This design comes from an exercise in tuning for small area and a short achievable clock period on the open sky130 flow, not from production work.
RTL that was checked went through simulation tests only; none was proved equivalent to the original.

==> job 236 <==
// ALU_TOP
module ALU_TOP # (
	parameter A_WIDTH_TOP = 16,
	parameter B_WIDTH_TOP = 16,
	parameter OUT_WIDTH_TOP = A_WIDTH_TOP + B_WIDTH_TOP)
(	input  wire signed [A_WIDTH_TOP-1 : 0]   A,
	input  wire signed [B_WIDTH_TOP-1 : 0]   B,
	input  wire                              clk, rst,
	input  wire        [3 : 0]               ALU_FUN,
	output wire        [OUT_WIDTH_TOP-1 : 0] ARITHMETIC_OUT,
	output wire        [OUT_WIDTH_TOP-1 : 0] Logic_OUT,
	output wire        [OUT_WIDTH_TOP-1 : 0] CMP_OUT,
	output wire        [OUT_WIDTH_TOP-1 : 0] SHIFT_OUT,
	output wire                              Carry_OUT,
	output wire                              ARITHMETIC_Flag,
	output wire                              Logic_Flag,
	output wire                              CMP_Flag,
	output wire                              SHIFT_Flag
);
wire int_Arith_Enable, int_Logic_Enable, int_CMP_Enable, int_Shift_Enable;
wire cmp_eq, cmp_lt;
Decoder_UNIT DEC_U (
	.ALU_FUN_DEC(ALU_FUN),
	.Arith_Enable(int_Arith_Enable),
	.Logic_Enable(int_Logic_Enable),
	.CMP_Enable(int_CMP_Enable),
	.Shift_Enable(int_Shift_Enable)
);
ARITHMETIC_UNIT ARITH_U (
	.A_ARITHMETIC(A),
	.B_ARITHMETIC(B),
	.clk(clk),
	.rst(rst),
	.ALU_FUN(ALU_FUN),
	.ARITHMETIC_Enable(int_Arith_Enable),
	.CMP_EQ(cmp_eq),
	.CMP_LT(cmp_lt),
	.ALU_Carry(Carry_OUT),
	.ARITHMETIC_OUT(ARITHMETIC_OUT),
	.ARITHMETIC_Flag(ARITHMETIC_Flag)
);
LOGIC_UNIT LOG_U (
	.A_logic(A),
	.B_logic(B),
	.clk(clk),
	.rst(rst),
	.FUN(ALU_FUN[1:0]),
  ...
==> module ARITHMETIC_UNIT, before the edit <==
module ARITHMETIC_UNIT (
	input  wire signed [15:0] A_ARITHMETIC,
	input  wire signed [15:0] B_ARITHMETIC,
	input  wire               clk, rst,
	input  wire        [3:0]  ALU_FUN,
	input  wire               ARITHMETIC_Enable,
	output wire               CMP_EQ,    
	output wire               CMP_LT,    
	output reg                ALU_Carry,
	output reg         [31:0] ARITHMETIC_OUT,
	output reg                ARITHMETIC_Flag
);
	wire [15:0] A = A_ARITHMETIC;
	wire [15:0] B = B_ARITHMETIC;
	wire        sub = ALU_FUN[0] | ALU_FUN[3];
	wire [15:0] bx  = B ^ {16{sub}};
	wire [16:0] s16 = {1'b0, A} + {1'b0, bx} + {16'd0, sub};
	wire        sum16 = A[15] ^ bx[15] ^ s16[16];
	assign CMP_LT = ~s16[16];
	assign CMP_EQ = (s16[15:0] == 16'd0);
	wire [31:0] addsub = {{15{sum16}}, sum16, s16[15:0]};
	wire [31:0] prod; MUL16S MUL_U (.a(A), .b(B), .p(prod));
	wire        nA = A[15];
	wire        nB = B[15];
	wire [15:0] N  = nA ? (~A + 16'd1) : A;
	wire        bz = (B == 16'd0);
	wire [15:0] X  = B ^ {16{~nB}};
	wire        cin = ~nB;
	wire [15:0] q;
	wire [15:0] rem [0:16];
	assign rem[16] = 16'd0;
	genvar k;
	generate
		for (k = 15; k >= 0; k = k - 1) begin : row
			localparam integer W = 16 - k;
			wire [W-1:0] rin;
			if (W == 1) begin : r1
				assign rin = N[k];
			end else begin : rn
				assign rin = {rem[k+1][W-2:0], N[k]};
			end
			wire fits;
			if (W == 16) begin : f16
				assign fits = 1'b1;
			end else begin : fn
				assign fits = nB ? ((&B[15:W]) & (|B[W-1:0])) : ~(|B[15:W]);
			end
			wire [W:0] d = {1'b0, rin} + {1'b0, X[W-1:0]} + {{W{1'b0}}, cin};
			assign q[k] = fits & d[W];
			wire [W-1:0] rout = q[k] ? d[W-1:0] : rin;
			if (W < 16) begin : pad
				assign rem[k] = {{(16-W){1'b0}}, rout};
			end else begin : nopad
				assign rem[k] = rout;
			end
		end
	endgenerate
	wire        neg = (nA ^ nB) & ~bz;
	wire [15:0] qlo = neg ? (~q + 16'd1) : q;
	wire        qhi = bz | (neg & (|q));
	wire [31:0] quot = {{16{qhi}}, qlo};
	reg [31:0] res;
	always @(*) begin
		case (ALU_FUN[1:0])
			2'b00, 2'b01: res = addsub;
			2'b10:        res = prod;
			default:      res = quot;
		endcase
	end
	always @(posedge clk or negedge rst) begin
		if (!rst) begin
			ARITHMETIC_OUT  <= 0;
			ARITHMETIC_Flag <= 0;
			ALU_Carry       <= 0;
		end else begin
			ARITHMETIC_OUT  <= ARITHMETIC_Enable ? res : 32'd0;
			ARITHMETIC_Flag <= ARITHMETIC_Enable;
			ALU_Carry       <= ARITHMETIC_Enable & ~ALU_FUN[1] & sum16;
		end
	end
endmodule
Settings: LEC_CHECK=0, CAP_MARGIN=20, CORE_MARGIN=2, CORE_UTILIZATION=40, SLEW_MARGIN=20; clock period 84.0 ns.
run.sh (not shown) runs the stock make flow with config.mk's settings and CLKGATE_MAP_FILE= SYNTH_SCRIPT=/design/flow/synth_recipe.tcl, a recipe that flattens the netlist after the stock synthesis.
==> job 7751 (differences from job 236) <==
--- a/flow/design.v
+++ b/flow/design.v
@@ -34,41 +34,4 @@
 	wire [31:0] prod; MUL16S MUL_U (.a(A), .b(B), .p(prod));
-	wire        nA = A[15];
-	wire        nB = B[15];
-	wire [15:0] N  = nA ? (~A + 16'd1) : A;
-	wire        bz = (B == 16'd0);
-	wire [15:0] X  = B ^ {16{~nB}};
-	wire        cin = ~nB;
-	wire [15:0] q;
-	wire [15:0] rem [0:16];
-	assign rem[16] = 16'd0;
-	genvar k;
-	generate
-		for (k = 15; k >= 0; k = k - 1) begin : row
-			localparam integer W = 16 - k;
-			wire [W-1:0] rin;
-			if (W == 1) begin : r1
-				assign rin = N[k];
-			end else begin : rn
-				assign rin = {rem[k+1][W-2:0], N[k]};
-			end
-			wire fits;
-			if (W == 16) begin : f16
-				assign fits = 1'b1;
-			end else begin : fn
-				assign fits = nB ? ((&B[15:W]) & (|B[W-1:0])) : ~(|B[15:W]);
-			end
-			wire [W:0] d = {1'b0, rin} + {1'b0, X[W-1:0]} + {{W{1'b0}}, cin};
-			assign q[k] = fits & d[W];
-			wire [W-1:0] rout = q[k] ? d[W-1:0] : rin;
-			if (W < 16) begin : pad
-				assign rem[k] = {{(16-W){1'b0}}, rout};
-			end else begin : nopad
-				assign rem[k] = rout;
-			end
-		end
-	endgenerate
-	wire        neg = (nA ^ nB) & ~bz;
-	wire [15:0] qlo = neg ? (~q + 16'd1) : q;
-	wire        qhi = bz | (neg & (|q));
-	wire [31:0] quot = {{16{qhi}}, qlo};
+	wire [31:0] quot;
+	DIV16S DIV_U (.a(A), .b(B), .y(quot));
 	reg [31:0] res;
@@ -1035,2 +998,52 @@
 endmodule
+module DIV16S (
+	input  wire [15:0] a,
+	input  wire [15:0] b,
+	output wire [31:0] y
+);
+	wire        nA = a[15];
+	wire        nB = b[15];
+	wire [15:0] N  = nA ? (~a + 16'd1) : a;
+	wire [16:0] D1 = {1'b0, nB ? (~b + 16'd1) : b};
+	wire [17:0] D2 = {D1, 1'b0};
+	wire [17:0] D3 = {1'b0, D1} + D2;
+	wire        bz = (b == 16'd0);
+	wire [15:0] q;
+	wire [15:0] rem [0:8];
+	assign rem[8] = 16'd0;
+	genvar j;
+	generate
+		for (j = 7; j >= 0; j = j - 1) begin : st
+			localparam integer W = 16 - 2*j;
+			wire [W-1:0] rin;
+			if (W == 2) begin : r2
+				assign rin = N[2*j+1:2*j];
+			end else begin : rn
+				assign rin = {rem[j+1][W-3:0], N[2*j+1:2*j]};
+			end
+			wire f1, f2, f3;
+			if (W >= 17) begin : fa1 assign f1 = 1'b1; end else begin : fb1 assign f1 = ~(|D1[16:W]); end
+			if (W >= 18) begin : fa2 assign f2 = 1'b1; end else begin : fb2 assign f2 = ~(|D2[17:W]); end
+			assign f3 = (D1 <= (((1 << W) - 1) / 3));
+			wire [W:0] s1 = {1'b0, rin} + {1'b0, ~D1[W-1:0]} + 1'b1;
+			wire [W:0] s2 = {1'b0, rin} + {1'b0, ~D2[W-1:0]} + 1'b1;
+			wire [W:0] s3 = {1'b0, rin} + {1'b0, ~D3[W-1:0]} + 1'b1;
+			wire g1 = f1 & s1[W];
+			wire g2 = f2 & s2[W];
+			wire g3 = f3 & s3[W];
+			assign q[2*j+1] = g2;
+			assign q[2*j]   = g3 | (g1 & ~g2);
+			wire [W-1:0] rout = g3 ? s3[W-1:0] : g2 ? s2[W-1:0] : g1 ? s1[W-1:0] : rin;
+			if (W < 16) begin : pad
+				assign rem[j] = {{(16-W){1'b0}}, rout};
+			end else begin : nopad
+				assign rem[j] = rout;
+			end
+		end
+	endgenerate
+	wire        neg = (nA ^ nB) & ~bz;
+	wire [15:0] qlo = neg ? (~q + 16'd1) : q;
+	wire        qhi = bz | (neg & (|q));
+	assign y = {{16{qhi}}, qlo};
+endmodule
 module LOGIC_UNIT (
--- a/flow/config.mk
+++ b/flow/config.mk
@@ -7,5 +7,6 @@
 export LEC_CHECK = 0
-export CAP_MARGIN = 20
+export ABC_AREA = 1
+export CAP_MARGIN = 50
 export CORE_MARGIN = 2
-export CORE_UTILIZATION = 40
-export SLEW_MARGIN = 20
+export CORE_UTILIZATION = 50
+export SLEW_MARGIN = 70
==> job 8858 (differences from job 236) <==
--- a/flow/design.v
+++ b/flow/design.v
@@ -34,41 +34,4 @@
 	wire [31:0] prod; MUL16S MUL_U (.a(A), .b(B), .p(prod));
-	wire        nA = A[15];
-	wire        nB = B[15];
-	wire [15:0] N  = nA ? (~A + 16'd1) : A;
-	wire        bz = (B == 16'd0);
-	wire [15:0] X  = B ^ {16{~nB}};
-	wire        cin = ~nB;
-	wire [15:0] q;
-	wire [15:0] rem [0:16];
-	assign rem[16] = 16'd0;
-	genvar k;
-	generate
-		for (k = 15; k >= 0; k = k - 1) begin : row
-			localparam integer W = 16 - k;
-			wire [W-1:0] rin;
-			if (W == 1) begin : r1
-				assign rin = N[k];
-			end else begin : rn
-				assign rin = {rem[k+1][W-2:0], N[k]};
-			end
-			wire fits;
-			if (W == 16) begin : f16
-				assign fits = 1'b1;
-			end else begin : fn
-				assign fits = nB ? ((&B[15:W]) & (|B[W-1:0])) : ~(|B[15:W]);
-			end
-			wire [W:0] d = {1'b0, rin} + {1'b0, X[W-1:0]} + {{W{1'b0}}, cin};
-			assign q[k] = fits & d[W];
-			wire [W-1:0] rout = q[k] ? d[W-1:0] : rin;
-			if (W < 16) begin : pad
-				assign rem[k] = {{(16-W){1'b0}}, rout};
-			end else begin : nopad
-				assign rem[k] = rout;
-			end
-		end
-	endgenerate
-	wire        neg = (nA ^ nB) & ~bz;
-	wire [15:0] qlo = neg ? (~q + 16'd1) : q;
-	wire        qhi = bz | (neg & (|q));
-	wire [31:0] quot = {{16{qhi}}, qlo};
+	wire [31:0] quot;
+	DIV16S DIV_U (.a(A), .b(B), .y(quot));
 	reg [31:0] res;
@@ -1035,2 +998,52 @@
 endmodule
+module DIV16S (
+	input  wire [15:0] a,
+	input  wire [15:0] b,
+	output wire [31:0] y
+);
+	wire        nA = a[15];
+	wire        nB = b[15];
+	wire [15:0] N  = nA ? (~a + 16'd1) : a;
+	wire [16:0] D1 = {1'b0, nB ? (~b + 16'd1) : b};
+	wire [17:0] D2 = {D1, 1'b0};
+	wire [17:0] D3 = {1'b0, D1} + D2;
+	wire        bz = (b == 16'd0);
+	wire [15:0] q;
+	wire [15:0] rem [0:8];
+	assign rem[8] = 16'd0;
+	genvar j;
+	generate
+		for (j = 7; j >= 0; j = j - 1) begin : st
+			localparam integer W = 16 - 2*j;
+			wire [W-1:0] rin;
+			if (W == 2) begin : r2
+				assign rin = N[2*j+1:2*j];
+			end else begin : rn
+				assign rin = {rem[j+1][W-3:0], N[2*j+1:2*j]};
+			end
+			wire f1, f2, f3;
+			if (W >= 17) begin : fa1 assign f1 = 1'b1; end else begin : fb1 assign f1 = ~(|D1[16:W]); end
+			if (W >= 18) begin : fa2 assign f2 = 1'b1; end else begin : fb2 assign f2 = ~(|D2[17:W]); end
+			assign f3 = (D1 <= (((1 << W) - 1) / 3));
+			wire [W:0] s1 = {1'b0, rin} + {1'b0, ~D1[W-1:0]} + 1'b1;
+			wire [W:0] s2 = {1'b0, rin} + {1'b0, ~D2[W-1:0]} + 1'b1;
+			wire [W:0] s3 = {1'b0, rin} + {1'b0, ~D3[W-1:0]} + 1'b1;
+			wire g1 = f1 & s1[W];
+			wire g2 = f2 & s2[W];
+			wire g3 = f3 & s3[W];
+			assign q[2*j+1] = g2;
+			assign q[2*j]   = g3 | (g1 & ~g2);
+			wire [W-1:0] rout = g3 ? s3[W-1:0] : g2 ? s2[W-1:0] : g1 ? s1[W-1:0] : rin;
+			if (W < 16) begin : pad
+				assign rem[j] = {{(16-W){1'b0}}, rout};
+			end else begin : nopad
+				assign rem[j] = rout;
+			end
+		end
+	endgenerate
+	wire        neg = (nA ^ nB) & ~bz;
+	wire [15:0] qlo = neg ? (~q + 16'd1) : q;
+	wire        qhi = bz | (neg & (|q));
+	assign y = {{16{qhi}}, qlo};
+endmodule
 module LOGIC_UNIT (
--- a/flow/config.mk
+++ b/flow/config.mk
@@ -7,5 +7,5 @@
 export LEC_CHECK = 0
-export CAP_MARGIN = 20
+export CAP_MARGIN = 70
 export CORE_MARGIN = 2
-export CORE_UTILIZATION = 40
-export SLEW_MARGIN = 20
+export CORE_UTILIZATION = 50
+export SLEW_MARGIN = 85
==> job 6280 (differences from job 236) <==
--- a/flow/design.v
+++ b/flow/design.v
@@ -34,41 +34,4 @@
 	wire [31:0] prod; MUL16S MUL_U (.a(A), .b(B), .p(prod));
-	wire        nA = A[15];
-	wire        nB = B[15];
-	wire [15:0] N  = nA ? (~A + 16'd1) : A;
-	wire        bz = (B == 16'd0);
-	wire [15:0] X  = B ^ {16{~nB}};
-	wire        cin = ~nB;
-	wire [15:0] q;
-	wire [15:0] rem [0:16];
-	assign rem[16] = 16'd0;
-	genvar k;
-	generate
-		for (k = 15; k >= 0; k = k - 1) begin : row
-			localparam integer W = 16 - k;
-			wire [W-1:0] rin;
-			if (W == 1) begin : r1
-				assign rin = N[k];
-			end else begin : rn
-				assign rin = {rem[k+1][W-2:0], N[k]};
-			end
-			wire fits;
-			if (W == 16) begin : f16
-				assign fits = 1'b1;
-			end else begin : fn
-				assign fits = nB ? ((&B[15:W]) & (|B[W-1:0])) : ~(|B[15:W]);
-			end
-			wire [W:0] d = {1'b0, rin} + {1'b0, X[W-1:0]} + {{W{1'b0}}, cin};
-			assign q[k] = fits & d[W];
-			wire [W-1:0] rout = q[k] ? d[W-1:0] : rin;
-			if (W < 16) begin : pad
-				assign rem[k] = {{(16-W){1'b0}}, rout};
-			end else begin : nopad
-				assign rem[k] = rout;
-			end
-		end
-	endgenerate
-	wire        neg = (nA ^ nB) & ~bz;
-	wire [15:0] qlo = neg ? (~q + 16'd1) : q;
-	wire        qhi = bz | (neg & (|q));
-	wire [31:0] quot = {{16{qhi}}, qlo};
+	wire [31:0] quot;
+	DIV16S DIV_U (.a(A), .b(B), .y(quot));
 	reg [31:0] res;
@@ -1035,2 +998,52 @@
 endmodule
+module DIV16S (
+	input  wire [15:0] a,
+	input  wire [15:0] b,
+	output wire [31:0] y
+);
+	wire        nA = a[15];
+	wire        nB = b[15];
+	wire [15:0] N  = nA ? (~a + 16'd1) : a;
+	wire [16:0] D1 = {1'b0, nB ? (~b + 16'd1) : b};
+	wire [17:0] D2 = {D1, 1'b0};
+	wire [17:0] D3 = {1'b0, D1} + D2;
+	wire        bz = (b == 16'd0);
+	wire [15:0] q;
+	wire [15:0] rem [0:8];
+	assign rem[8] = 16'd0;
+	genvar j;
+	generate
+		for (j = 7; j >= 0; j = j - 1) begin : st
+			localparam integer W = 16 - 2*j;
+			wire [W-1:0] rin;
+			if (W == 2) begin : r2
+				assign rin = N[2*j+1:2*j];
+			end else begin : rn
+				assign rin = {rem[j+1][W-3:0], N[2*j+1:2*j]};
+			end
+			wire f1, f2, f3;
+			if (W >= 17) begin : fa1 assign f1 = 1'b1; end else begin : fb1 assign f1 = ~(|D1[16:W]); end
+			if (W >= 18) begin : fa2 assign f2 = 1'b1; end else begin : fb2 assign f2 = ~(|D2[17:W]); end
+			if (W >= 18) begin : fa3 assign f3 = 1'b1; end else begin : fb3 assign f3 = ~(|D3[17:W]); end
+			wire [W:0] s1 = {1'b0, rin} + {1'b0, ~D1[W-1:0]} + 1'b1;
+			wire [W:0] s2 = {1'b0, rin} + {1'b0, ~D2[W-1:0]} + 1'b1;
+			wire [W:0] s3 = {1'b0, rin} + {1'b0, ~D3[W-1:0]} + 1'b1;
+			wire g1 = f1 & s1[W];
+			wire g2 = f2 & s2[W];
+			wire g3 = f3 & s3[W];
+			assign q[2*j+1] = g2;
+			assign q[2*j]   = g3 | (g1 & ~g2);
+			wire [W-1:0] rout = g3 ? s3[W-1:0] : g2 ? s2[W-1:0] : g1 ? s1[W-1:0] : rin;
+			if (W < 16) begin : pad
+				assign rem[j] = {{(16-W){1'b0}}, rout};
+			end else begin : nopad
+				assign rem[j] = rout;
+			end
+		end
+	endgenerate
+	wire        neg = (nA ^ nB) & ~bz;
+	wire [15:0] qlo = neg ? (~q + 16'd1) : q;
+	wire        qhi = bz | (neg & (|q));
+	assign y = {{16{qhi}}, qlo};
+endmodule
 module LOGIC_UNIT (
--- a/flow/config.mk
+++ b/flow/config.mk
@@ -7,5 +7,5 @@
 export LEC_CHECK = 0
-export CAP_MARGIN = 20
+export CAP_MARGIN = 50
 export CORE_MARGIN = 2
-export CORE_UTILIZATION = 40
-export SLEW_MARGIN = 20
+export CORE_UTILIZATION = 60
+export SLEW_MARGIN = 70
==> notes <==
Job 236 completed with no timing, DRC or antenna violations. Job 8858 completed without violations. Job 6280 finished clean. Job 7751 completed with no timing, DRC or antenna violations.
The lowest sequential share of layout area belongs to job 8858, the highest to job 236.
The highest global-route usage belongs to job 6280, the lowest to job 236.
The highest hold slack belongs to job 6280, the lowest to job 7751.
The lowest via count belongs to job 236, the highest to job 8858.
First-iteration DRC count: job 7751 < job 236 < job 6280 < job 8858.
In flip-flop and latch count, job 8858 and job 236 do not differ.
For job 6280, only the layout was checked, not whether the RTL still works.

[port drivers added, routing unchanged]
No port has a modelled driver above. Below, the same layouts with a new extraction and two added sets of constraints. Step 1 (the two cells are an assumption about what drives the block):
set clk [get_ports {clk}]
set_driving_cell -lib_cell sky130_fd_sc_hd__clkbuf_16 $clk
set_driving_cell -lib_cell sky130_fd_sc_hd__buf_2 [delete_from_list [all_inputs] $clk]
Step 2 also shifts input and output timing later by t, the mid clock arrival at the registers, as if the neighbouring blocks saw the same clock. a / b / c = ideal ports / drivers / drivers and shift; a / b = the first two.
run | t, ns | slack for setup (ns) | hold WS [ns] | clock arrival spread, ns | worst register clock-pin slew, ns
job 236 | 0.445 | 31.880 / 31.911 / 31.467 | 16.275 / 16.244 / 16.689 | 0.013 / 0.013 | 0.07 / 0.07
job 7751 | 0.405 | 44.606 / 44.637 / 44.232 | 16.234 / 16.233 / 16.638 | 0.013 / 0.014 | 0.07 / 0.07
job 8858 | 0.398 | 25.983 / 25.993 / 25.595 | 16.253 / 16.259 / 16.657 | 0.016 / 0.016 | 0.08 / 0.08
job 6280 | 0.397 | 42.907 / 42.928 / 42.531 | 16.320 / 16.314 / 16.711 | 0.008 / 0.009 | 0.06 / 0.06
After both steps setup and hold are still met in every run listed. For job 236, which loses most, drivers alone change the setup slack by +0.031 ns; drivers and shift together by -0.413 ns.
